This is an optimization exercise on Yosys and OpenROAD, whose aim is small area, a short achievable clock period and few clock cycles per item, not a production implementation.
Only simulation tests tie the RTL to the original design; equivalence was not proved.

== juniper ==
// cpuops
module	cpuops(i_clk,i_reset, i_stb, i_op, i_a, i_b, o_c, o_f, o_valid,
			o_busy);
export LEC_CHECK = 0
export CAP_MARGIN = 20
export CORE_MARGIN = 2
export CORE_UTILIZATION = 40
export SLEW_MARGIN = 20
create_clock -name core_clock -period 10.0 [get_ports {i_clk}]
standard.sh (not shown) runs the stock make flow with config.mk's settings and CLKGATE_MAP_FILE= SYNTH_SCRIPT=/design/flow/synth_recipe.tcl, a recipe that flattens the netlist after the stock synthesis.
==> flow/flow/run.sh <==
#!/bin/bash
# The standard layout, with the port buffers made of plain buffers
# (sky130_fd_sc_hd__buf_4) instead of the delay cell buffer_ports picks,
# timing repair free to resize them, and timing repair aiming at a setup
# slack of 6 ns. The make log goes to standard_flow.log.
set -euo pipefail
bash standard.sh MATCH_CELL_FOOTPRINT=0 SETUP_SLACK_MARGIN=6 "BUFFER_PORTS_ARGS=-buffer_cell sky130_fd_sc_hd__buf_4" finish > standard_flow.log 2>&1
juniper: no failed stages, no open violations at the end
Testbench counts of juniper, summed over its fixed seeds: cycles 28,765, items 16,384.
Modified inputs, onyx compared to juniper
==> flow/run.sh (new file) <==
#!/bin/bash
# synth_recipe.tcl (not shown) runs the flow's synth.tcl, then flattens the netlist and writes it again
# the make line also repeats each setting of config.mk as NAME=value (left out here)
make -C /OpenROAD-flow-scripts/flow DESIGN_CONFIG=/design/flow/config.mk WORK_HOME=/design/flow/orfs CLKGATE_MAP_FILE= SYNTH_SCRIPT=/design/flow/synth_recipe.tcl finish
diff --git a/flow/config.mk b/flow/config.mk
--- a/flow/config.mk
+++ b/flow/config.mk
@@ -10,2 +10,3 @@
 export CORE_UTILIZATION = 40
+export SETUP_SLACK_MARGIN = 4.5
 export SLEW_MARGIN = 20
removed: flow/flow/run.sh
removed: flow/standard.sh
- juniper → onyx: cell depth of the worst flop-to-flop path saw a decrease; clock latency on the worst-skew pair saw little to no change; area added between synthesis and finish shows a reduction of 17 points; via count decreased 1145.
Changes in nickel relative to onyx:
==> flow/flow/run.sh (new file) <==
#!/bin/bash
# The standard layout, with the port buffers made of plain buffers
# (sky130_fd_sc_hd__buf_4) instead of the delay cell buffer_ports picks,
# and timing repair free to resize them. The make log goes to standard_flow.log.
set -euo pipefail
bash standard.sh MATCH_CELL_FOOTPRINT=0 "BUFFER_PORTS_ARGS=-buffer_cell sky130_fd_sc_hd__buf_4" finish > standard_flow.log 2>&1
==> flow/standard.sh (new file) <==
#!/bin/bash
# synth_recipe.tcl (not shown) runs the flow's synth.tcl, then flattens the netlist and writes it again
# the make line also repeats each setting of config.mk as NAME=value (left out here)
make -C /OpenROAD-flow-scripts/flow DESIGN_CONFIG=/design/flow/config.mk WORK_HOME=/design/flow/orfs CLKGATE_MAP_FILE= SYNTH_SCRIPT=/design/flow/synth_recipe.tcl "${@:-finish}"
diff --git a/flow/config.mk b/flow/config.mk
--- a/flow/config.mk
+++ b/flow/config.mk
@@ -10,3 +10,3 @@
 export CORE_UTILIZATION = 40
-export SETUP_SLACK_MARGIN = 4.5
+export SETUP_SLACK_MARGIN = 5
 export SLEW_MARGIN = 20
removed: flow/run.sh
## What came out
The flow did not stop early for nickel: all stages ran, and the layout cleared the timing, DRC and antenna checks. On global-route wire length before repair, nickel and onyx are neck and neck. Lower post-route core utilization goes to onyx over nickel. nickel vs onyx on met3 layer usage reported by global route: nickel is the lower one. Going from onyx to nickel, sequential cell area now larger, layout overhead on the synthesized area now larger, routed wire length now larger. Diff onyx -> nickel: via count +359; routed length on met1 saw a decrease.
Relative to nickel, the following input files were edited for zinc:
==> flow/flow/run.sh <==
#!/bin/bash
# The standard layout, with the port buffers made of plain buffers
# (sky130_fd_sc_hd__buf_4) instead of the delay cell buffer_ports picks,
# timing repair free to resize them, and timing repair aiming at a setup
# slack of 7 ns. The make log goes to standard_flow.log.
set -euo pipefail
bash standard.sh MATCH_CELL_FOOTPRINT=0 SETUP_SLACK_MARGIN=7 "BUFFER_PORTS_ARGS=-buffer_cell sky130_fd_sc_hd__buf_4" finish > standard_flow.log 2>&1
diff --git a/flow/config.mk b/flow/config.mk
--- a/flow/config.mk
+++ b/flow/config.mk
@@ -10,3 +10,2 @@
 export CORE_UTILIZATION = 40
-export SETUP_SLACK_MARGIN = 5
 export SLEW_MARGIN = 20
[summary]
Slowest cell on the critical path: fa_2 -> nickel, fa_1 -> zinc
zinc ends up with a first-pass GRT wire length that is 8.0% higher than in nickel.
On number of multi-input logic gates, zinc and nickel are basically level.
Minimum period implied by the final worst setup slack, zinc and nickel: smaller value in nickel
From nickel to zinc the numbers moved as follows: sequential share of layout area lost 0.98 points; total track usage up 3.3 points.
The timing startpoint of the critical path comes out thempy.d_one[1] in one run and thempy.d_two[0] in the other, namely in nickel and zinc respectively.

---

Another version of the RTL of cpuops (not shown whole).
Size in the first run: about 2600 cells after synthesis, about 110 I/O pins, roughly 22000 um^2 of cells after synthesis.
clock: 10.0 ns
lec_check: 0
cap_margin: 20
core_margin: 2
core_utilization: 40
setup_slack_margin: 4
slew_margin: 20
run.sh (not shown) runs the stock make flow with config.mk's settings and CLKGATE_MAP_FILE= SYNTH_SCRIPT=/design/flow/synth_recipe.tcl, a recipe that flattens the netlist after the stock synthesis.
Stock flow here: none of the scripts above is used.
Testbench counts at the start, summed over its fixed seeds: cycles 28,765, items 16,384.
Then changed:
--- a/flow/config.mk
+++ b/flow/config.mk
@@ -10,3 +10,4 @@
 export CORE_UTILIZATION = 40
-export SETUP_SLACK_MARGIN = 4
+export SETUP_SLACK_MARGIN = 4.5
 export SLEW_MARGIN = 20
+export SYNTH_HIERARCHICAL = 1
=>
- worst hold slack got worse by 12 ps
- routed wire length grows by 14%
- synthesized cell count rises by 4.0%
- cell area is higher by 14%
- flip-flop and latch count does not change
- sequential share of layout area decreases by 0.89 points
- final cell count climbs by 7.9%
- count of clock-buffer cells in the layout went up by 1
Then changed:
--- a/flow/config.mk
+++ b/flow/config.mk
@@ -10,4 +10,3 @@
 export CORE_UTILIZATION = 40
-export SETUP_SLACK_MARGIN = 4.5
+export SETUP_SLACK_MARGIN = 5
 export SLEW_MARGIN = 20
-export SYNTH_HIERARCHICAL = 1
Setup slack is better by 870 ps; sequential share of layout area is about the same; core utilization climbs by 1.3 points; final area falls slightly; final cell count came out lower by a few percent; hold slack gains 11 ps.
Then changed:
==> flow/flow/run.sh (new file) <==
#!/bin/bash
# The standard layout, with the port buffers made of plain buffers
# (sky130_fd_sc_hd__buf_4) instead of the delay cell buffer_ports picks,
# and timing repair free to resize them. The make log goes to standard_flow.log.
set -euo pipefail
bash standard.sh MATCH_CELL_FOOTPRINT=0 "BUFFER_PORTS_ARGS=-buffer_cell sky130_fd_sc_hd__buf_4" finish > standard_flow.log 2>&1
==> flow/standard.sh (new file) <==
#!/bin/bash
# synth_recipe.tcl (not shown) runs the flow's synth.tcl, then flattens the netlist and writes it again
# the make line also repeats each setting of config.mk as NAME=value (left out here)
make -C /OpenROAD-flow-scripts/flow DESIGN_CONFIG=/design/flow/config.mk WORK_HOME=/design/flow/orfs CLKGATE_MAP_FILE= SYNTH_SCRIPT=/design/flow/synth_recipe.tcl "${@:-finish}"
--- a/flow/config.mk
+++ b/flow/config.mk
@@ -10,3 +10,3 @@
 export CORE_UTILIZATION = 40
-export SETUP_SLACK_MARGIN = 5
+export SETUP_SLACK_MARGIN = 4
 export SLEW_MARGIN = 20
removed: flow/run.sh
After rerunning: Die area stays the same; setup slack degrades by 620 ps; hold slack improves by 11 ps; critical path depth falls by 1; sequential share of layout area rises by 0.90 points; core utilization falls by 6.2 points; clock-buffer cell count is unchanged; global-route usage falls by 3.1 points; non-clock buffer count falls by 124.
Then changed:
==> flow/run.sh (new file) <==
#!/bin/bash
# synth_recipe.tcl (not shown) runs the flow's synth.tcl, then flattens the netlist and writes it again
# the make line also repeats each setting of config.mk as NAME=value (left out here)
make -C /OpenROAD-flow-scripts/flow DESIGN_CONFIG=/design/flow/config.mk WORK_HOME=/design/flow/orfs CLKGATE_MAP_FILE= SYNTH_SCRIPT=/design/flow/synth_recipe.tcl finish
--- a/flow/config.mk
+++ b/flow/config.mk
@@ -10,3 +10,3 @@
 export CORE_UTILIZATION = 40
-export SETUP_SLACK_MARGIN = 4
+export SETUP_SLACK_MARGIN = 4.5
 export SLEW_MARGIN = 20
removed: flow/flow/run.sh
removed: flow/standard.sh
Effect: The changed run produced a clean layout; sequential share of layout area decreases by 0.20 points; utilization goes up by 2.1 points.

---

cpuops, a different RTL version from the one above (not shown whole).
For scale: ~3500 cells after synthesis, about 110 I/O pins, ~0.026 mm^2 of cells after synthesis.
clock: 10.0 ns
lec_check: 0
abc_area: 1
cap_margin: 20
core_margin: 2
core_utilization: 40
setup_slack_margin: 5
slew_margin: 20
standard.sh (not shown) runs the stock make flow with config.mk's settings and CLKGATE_MAP_FILE= SYNTH_SCRIPT=/design/flow/synth_recipe.tcl, a recipe that flattens the netlist after the stock synthesis.
==> flow/flow/run.sh <==
#!/bin/bash
# The standard layout, with the port buffers made of plain buffers
# (sky130_fd_sc_hd__buf_2) instead of the delay cell buffer_ports picks,
# and timing repair free to resize them. The make log goes to standard_flow.log.
set -euo pipefail
bash standard.sh MATCH_CELL_FOOTPRINT=0 "BUFFER_PORTS_ARGS=-buffer_cell sky130_fd_sc_hd__buf_2" finish > standard_flow.log 2>&1
Testbench counts at the start, summed over its fixed seeds: cycles 24,638, items 16,384.
Edit:
==> flow/flow/run.sh (replaced) <==
#!/bin/bash
# The standard layout, with the port buffers made of plain buffers
# (sky130_fd_sc_hd__buf_4) instead of the delay cell buffer_ports picks,
# and timing repair free to resize them. The make log goes to standard_flow.log.
set -euo pipefail
bash standard.sh MATCH_CELL_FOOTPRINT=0 "BUFFER_PORTS_ARGS=-buffer_cell sky130_fd_sc_hd__buf_4" finish > standard_flow.log 2>&1
SETUP_SLACK_MARGIN = 4.5   (was 5)
Effect:
- critical path depth came out higher by 1
- cell area is lower by 1.8%
- sequential cell count does not change
- synthesized cell count does not change
- setup slack is worse by 0.36 ns

-- separate check: timing with driven ports --
The results above use ideal ports. As a check the final layouts listed here were re-extracted and re-timed, cells and wires unchanged. Step 1 assumes that a clkbuf_16 drives the clock port and a buf_2 every other input. Step 2, shift: input delay + t, output delay - t, t = (earliest + latest rising clock arrival at the registers) / 2. This alone moves slack from input paths to output paths. Three values: ideal, step 1, step 2; two values: the first two.
run	t (ns)	setup slack, ns	worst hold slack (ns)	worst setup path after step 2	worst data-port slew with drivers (ns)
juniper	0.497	4.797 / 4.797 / 4.451	0.456 / 0.456 / 0.456	input to register	0.31
onyx	0.494	4.473 / 4.493 / 3.999	0.455 / 0.455 / 0.455	input to register	0.05
nickel	0.484	4.814 / 4.814 / 4.463	0.471 / 0.471 / 0.471	input to register	0.04
zinc	0.492	4.761 / 4.761 / 4.460	0.453 / 0.453 / 0.453	input to register	0.34
the first run of note 2	0.476	4.189 / 4.189 / 3.771	0.465 / 0.465 / 0.465	input to register	0.04
the second run of note 2	0.501	3.926 / 3.926 / 3.926	0.453 / 0.453 / 0.453	register to register	0.04
the third run of note 2	0.490	4.794 / 4.794 / 4.444	0.464 / 0.464 / 0.464	input to register	0.04
the fourth run of note 2	0.477	4.172 / 4.172 / 3.884	0.475 / 0.475 / 0.475	input to register	0.04
the fifth run of note 2	0.486	4.489 / 4.519 / 4.033	0.499 / 0.499 / 0.499	input to register	0.04
the first run of note 3	0.551	5.036 / 5.036 / 4.868	0.420 / 0.420 / 0.420	input to register	0.04
the second run of note 3	0.523	4.674 / 4.661 / 4.674	0.429 / 0.429 / 0.429	register to register	0.04
After both steps setup and hold are still met in every run listed. For onyx, which loses most, drivers alone change the setup slack by +0.020 ns; drivers and shift together by -0.474 ns.
